This is an optimization exercise on Yosys and OpenROAD, whose aim is small area, not a production implementation.
Function was checked by simulation only, so behaviour that the tests miss may differ from the original.

==> flow/design.v <==
module xor_gate(
    input logic [7:0] A,
    input logic [7:0] B,
    output logic [7:0] Y
);
    assign Y = A^B;
endmodule
`timescale 1ns/1ps
module xor_encrypt(
        input logic clk,
        input logic valid_in,
        input logic [7:0] key,
        input logic [255:0] code,
        output logic [255:0] code_out,
        output logic valid_out
);
logic [255:0] d;    
logic [255:0] r;    
logic [7:0] p0;
logic [7:0] bs1_2;
logic [7:0] p1;
logic [7:0] p2;
logic [7:0] bs3_4;
logic [7:0] p3;
logic [7:0] p4;
logic [7:0] bs5_6;
logic [7:0] p5;
logic [7:0] p6;
logic [7:0] bs7_8;
logic [7:0] p7;
logic [7:0] p8;
logic [7:0] bs9_10;
logic [7:0] p9;
logic [7:0] p10;
logic [7:0] bs11_12;
logic [7:0] p11;
logic [7:0] p12;
logic [7:0] bs13_14;
logic [7:0] p13;
logic [7:0] p14;
logic [7:0] bs15_16;
logic [7:0] p15;
logic [7:0] p16;
logic [7:0] bs17_18;
logic [7:0] p17;
logic [7:0] p18;
logic [7:0] bs19_20;
logic [7:0] bs21_22;
logic [7:0] bs23_24;
logic [7:0] bs25_26;
logic [7:0] bs25_27;
logic [7:0] bs28_29;
logic [7:0] bs30_31;
logic [7:0] q19;
logic [7:0] q20;
logic [7:0] q21;
logic [7:0] q22;
logic [7:0] q23;
logic [7:0] q24;
logic [7:0] q25;
logic [7:0] q26;
logic [7:0] q27;
logic [7:0] q28;
logic [7:0] q29;
logic [7:0] q30;
logic [7:0] q31;
xor_gate u_p0 (.A(key), .B(code[7:0]), .Y(p0));
xor_gate u_bs1_2 (.A(code[15:8]), .B(code[23:16]), .Y(bs1_2));
xor_gate u_p1 (.A(p0), .B(code[15:8]), .Y(p1));
xor_gate u_p2 (.A(p0), .B(bs1_2), .Y(p2));
xor_gate u_bs3_4 (.A(code[31:24]), .B(code[39:32]), .Y(bs3_4));
xor_gate u_p3 (.A(p2), .B(code[31:24]), .Y(p3));
xor_gate u_p4 (.A(p2), .B(bs3_4), .Y(p4));
xor_gate u_bs5_6 (.A(code[47:40]), .B(code[55:48]), .Y(bs5_6));
xor_gate u_p5 (.A(p4), .B(code[47:40]), .Y(p5));
xor_gate u_p6 (.A(p4), .B(bs5_6), .Y(p6));
xor_gate u_bs7_8 (.A(code[63:56]), .B(code[71:64]), .Y(bs7_8));
xor_gate u_p7 (.A(p6), .B(code[63:56]), .Y(p7));
xor_gate u_p8 (.A(p6), .B(bs7_8), .Y(p8));
xor_gate u_bs9_10 (.A(code[79:72]), .B(code[87:80]), .Y(bs9_10));
xor_gate u_p9 (.A(p8), .B(code[79:72]), .Y(p9));
xor_gate u_p10 (.A(p8), .B(bs9_10), .Y(p10));
xor_gate u_bs11_12 (.A(code[95:88]), .B(code[103:96]), .Y(bs11_12));
xor_gate u_p11 (.A(p10), .B(code[95:88]), .Y(p11));
xor_gate u_p12 (.A(p10), .B(bs11_12), .Y(p12));
xor_gate u_bs13_14 (.A(code[111:104]), .B(code[119:112]), .Y(bs13_14));
xor_gate u_p13 (.A(p12), .B(code[111:104]), .Y(p13));
xor_gate u_p14 (.A(p12), .B(bs13_14), .Y(p14));
xor_gate u_bs15_16 (.A(code[127:120]), .B(code[135:128]), .Y(bs15_16));
xor_gate u_p15 (.A(p14), .B(code[127:120]), .Y(p15));
xor_gate u_p16 (.A(p14), .B(bs15_16), .Y(p16));
xor_gate u_bs17_18 (.A(code[143:136]), .B(code[151:144]), .Y(bs17_18));
xor_gate u_p17 (.A(p16), .B(code[143:136]), .Y(p17));
xor_gate u_p18 (.A(p16), .B(bs17_18), .Y(p18));
xor_gate u_bs19_20 (.A(code[159:152]), .B(code[167:160]), .Y(bs19_20));
xor_gate u_bs21_22 (.A(code[175:168]), .B(code[183:176]), .Y(bs21_22));
xor_gate u_bs23_24 (.A(code[191:184]), .B(code[199:192]), .Y(bs23_24));
xor_gate u_bs25_26 (.A(code[207:200]), .B(code[215:208]), .Y(bs25_26));
xor_gate u_bs25_27 (.A(bs25_26), .B(code[223:216]), .Y(bs25_27));
xor_gate u_bs28_29 (.A(code[231:224]), .B(code[239:232]), .Y(bs28_29));
xor_gate u_bs30_31 (.A(code[247:240]), .B(code[255:248]), .Y(bs30_31));
xor_gate u_q19 (.A(r[151:144]), .B(r[159:152]), .Y(q19));
xor_gate u_q20 (.A(r[151:144]), .B(r[167:160]), .Y(q20));
xor_gate u_q21 (.A(q20), .B(r[175:168]), .Y(q21));
xor_gate u_q22 (.A(q20), .B(r[183:176]), .Y(q22));
xor_gate u_q23 (.A(q22), .B(r[191:184]), .Y(q23));
xor_gate u_q24 (.A(q22), .B(r[199:192]), .Y(q24));
xor_gate u_q25 (.A(q24), .B(r[207:200]), .Y(q25));
xor_gate u_q26 (.A(q24), .B(r[215:208]), .Y(q26));
xor_gate u_q27 (.A(q24), .B(r[223:216]), .Y(q27));
xor_gate u_q28 (.A(q27), .B(r[231:224]), .Y(q28));
xor_gate u_q29 (.A(q27), .B(r[239:232]), .Y(q29));
xor_gate u_q30 (.A(q29), .B(r[247:240]), .Y(q30));
xor_gate u_q31 (.A(q29), .B(r[255:248]), .Y(q31));
assign d[7:0] = p0;
assign d[15:8] = p1;
assign d[23:16] = p2;
assign d[31:24] = p3;
assign d[39:32] = p4;
assign d[47:40] = p5;
assign d[55:48] = p6;
assign d[63:56] = p7;
assign d[71:64] = p8;
assign d[79:72] = p9;
assign d[87:80] = p10;
assign d[95:88] = p11;
assign d[103:96] = p12;
assign d[111:104] = p13;
assign d[119:112] = p14;
assign d[127:120] = p15;
assign d[135:128] = p16;
assign d[143:136] = p17;
assign d[151:144] = p18;
assign d[159:152] = code[159:152];
assign d[167:160] = bs19_20;
assign d[175:168] = code[175:168];
assign d[183:176] = bs21_22;
assign d[191:184] = code[191:184];
assign d[199:192] = bs23_24;
assign d[207:200] = code[207:200];
assign d[215:208] = bs25_26;
assign d[223:216] = bs25_27;
assign d[231:224] = code[231:224];
assign d[239:232] = bs28_29;
assign d[247:240] = code[247:240];
assign d[255:248] = bs30_31;
always_ff @(posedge clk) begin
    valid_out <= valid_in;
end
always_ff @(posedge clk) begin
    if (valid_in) r <= d;
end
assign code_out[7:0] = r[7:0];
assign code_out[15:8] = r[15:8];
assign code_out[23:16] = r[23:16];
assign code_out[31:24] = r[31:24];
assign code_out[39:32] = r[39:32];
assign code_out[47:40] = r[47:40];
assign code_out[55:48] = r[55:48];
assign code_out[63:56] = r[63:56];
assign code_out[71:64] = r[71:64];
assign code_out[79:72] = r[79:72];
assign code_out[87:80] = r[87:80];
assign code_out[95:88] = r[95:88];
assign code_out[103:96] = r[103:96];
assign code_out[111:104] = r[111:104];
assign code_out[119:112] = r[119:112];
assign code_out[127:120] = r[127:120];
assign code_out[135:128] = r[135:128];
assign code_out[143:136] = r[143:136];
assign code_out[151:144] = r[151:144];
assign code_out[159:152] = q19;
assign code_out[167:160] = q20;
assign code_out[175:168] = q21;
assign code_out[183:176] = q22;
assign code_out[191:184] = q23;
assign code_out[199:192] = q24;
assign code_out[207:200] = q25;
assign code_out[215:208] = q26;
assign code_out[223:216] = q27;
assign code_out[231:224] = q28;
assign code_out[239:232] = q29;
assign code_out[247:240] = q30;
assign code_out[255:248] = q31;
endmodule
Settings: LEC_CHECK=0, CAP_MARGIN=20, CORE_MARGIN=2, CORE_UTILIZATION=40, CTS_BUF_LIST=sky130_fd_sc_hd__clkbuf_16, CTS_CLUSTER_DIAMETER=120, CTS_CLUSTER_SIZE=30, SLEW_MARGIN=20, SYNTH_HIERARCHICAL=1, SYNTH_MINIMUM_KEEP_SIZE=0; clock period 4.0 ns.
standard.sh (not shown) runs the stock make flow with config.mk's settings and CLKGATE_MAP_FILE= SYNTH_SCRIPT=/design/flow/synth_recipe.tcl, a recipe that flattens the netlist after the stock synthesis.
==> flow/flow/run.sh <==
#!/bin/bash
# Own layout flow: the standard flow (standard synthesis unchanged), with the port
# buffers that global placement inserts on every input and output made the smallest
# buffer, sky130_fd_sc_hd__buf_1, instead of the default pick. Everything else is as in
# the standard flow. make's full output goes to flow_make.log in this folder; ORFS
# writes each step's log under orfs/logs/.
set -euo pipefail
export BUFFER_PORTS_ARGS="-buffer_cell sky130_fd_sc_hd__buf_1"
bash standard.sh finish > flow_make.log 2>&1
test -f out/final.def
Then changed:
==> flow/flow/run.sh (replaced) <==
#!/bin/bash
# Own layout flow: the standard flow (standard synthesis unchanged) with two changes:
#  - the buffers that global placement puts on every input and output port are the
#    smallest buffer, sky130_fd_sc_hd__buf_1, instead of the default pick;
#  - post_gpl.tcl drops the buffers that timing-driven global placement adds while the
#    clock is still ideal; the repairs after clock tree synthesis add what the real
#    clock timing needs.
# make's full output goes to flow_make.log in this folder; ORFS writes each step's log
# under orfs/logs/.
set -euo pipefail
export BUFFER_PORTS_ARGS="-buffer_cell sky130_fd_sc_hd__buf_1"
export POST_GLOBAL_PLACE_TCL="$PWD/flow/post_gpl.tcl"
bash standard.sh finish > flow_make.log 2>&1
test -f out/final.def
==> flow/flow/post_gpl.tcl (new file) <==
# Post global placement hook.
# Drop the buffers that timing-driven global placement added (instances named place*),
# reconnecting their loads to the buffer's input net.
proc drop_place_buffers {} {
  set n 0
  foreach inst [get_cells -quiet place*] {
    set ref [get_property $inst ref_name]
    if { ![regexp {^sky130_fd_sc_hd__(buf|clkbuf)_[0-9]+$} $ref] } { continue }
    set name [get_full_name $inst]
    set in_net [get_nets -of_objects [get_pins $name/A]]
    set out_net [get_nets -of_objects [get_pins $name/X]]
    set loads {}
    foreach pin [get_pins -quiet -of_objects $out_net] {
      if { [get_full_name $pin] != "$name/X" } { lappend loads $pin }
    }
    if { [llength [get_ports -quiet -of_objects $out_net]] > 0 } { continue }
    disconnect_pin $in_net [get_pins $name/A]
    disconnect_pin $out_net [get_pins $name/X]
    foreach pin $loads {
      disconnect_pin $out_net $pin
      connect_pin $in_net $pin
    }
    delete_instance $inst
    delete_net $out_net
    incr n
  }
  puts "Dropped $n placement buffers."
}
drop_place_buffers
- PLACE_DENSITY: default -> 0.5
=> Sequential share of layout area climbs by 0.70 points. Clock-buffer cell count stays the same. Critical path depth is unchanged. Area after synthesis is unchanged. Core utilization drops by 0.62 points. Setup slack improves by 0.0075 ns. Routed wire length climbs by 2.5%. Cell area drops by 1.3%.

==> what the ideal ports hide <==
In the flow no input, the clock included, has a driving cell. The finished layouts below were timed again as built, in two steps. Step 1, drivers: a clkbuf_16 drives clk and a buf_2 each remaining input, both assumed. Step 2 moves the port delays by t, midway between the first and last clock arrival at a register: inputs arrive t later, outputs are due t later. That takes back most of the time a late clock gives input paths. Three values: ideal ports, drivers, drivers and shift; two values: the first two.
run	t (ns)	setup WS [ns]	clock arrival spread, ns	cell pins on the clock port's net
the first run	0.524	0.207 / 0.159 / -0.002	0.022 / 0.022	1
the second run	0.528	0.215 / 0.165 / -0.247	0.037 / 0.036	1
With both steps, setup timing fails in the first run and the second run, where it was met with ideal ports. The setup slack of the second run, which loses most, moves by -0.050 ns with the drivers and by -0.462 ns with both steps.
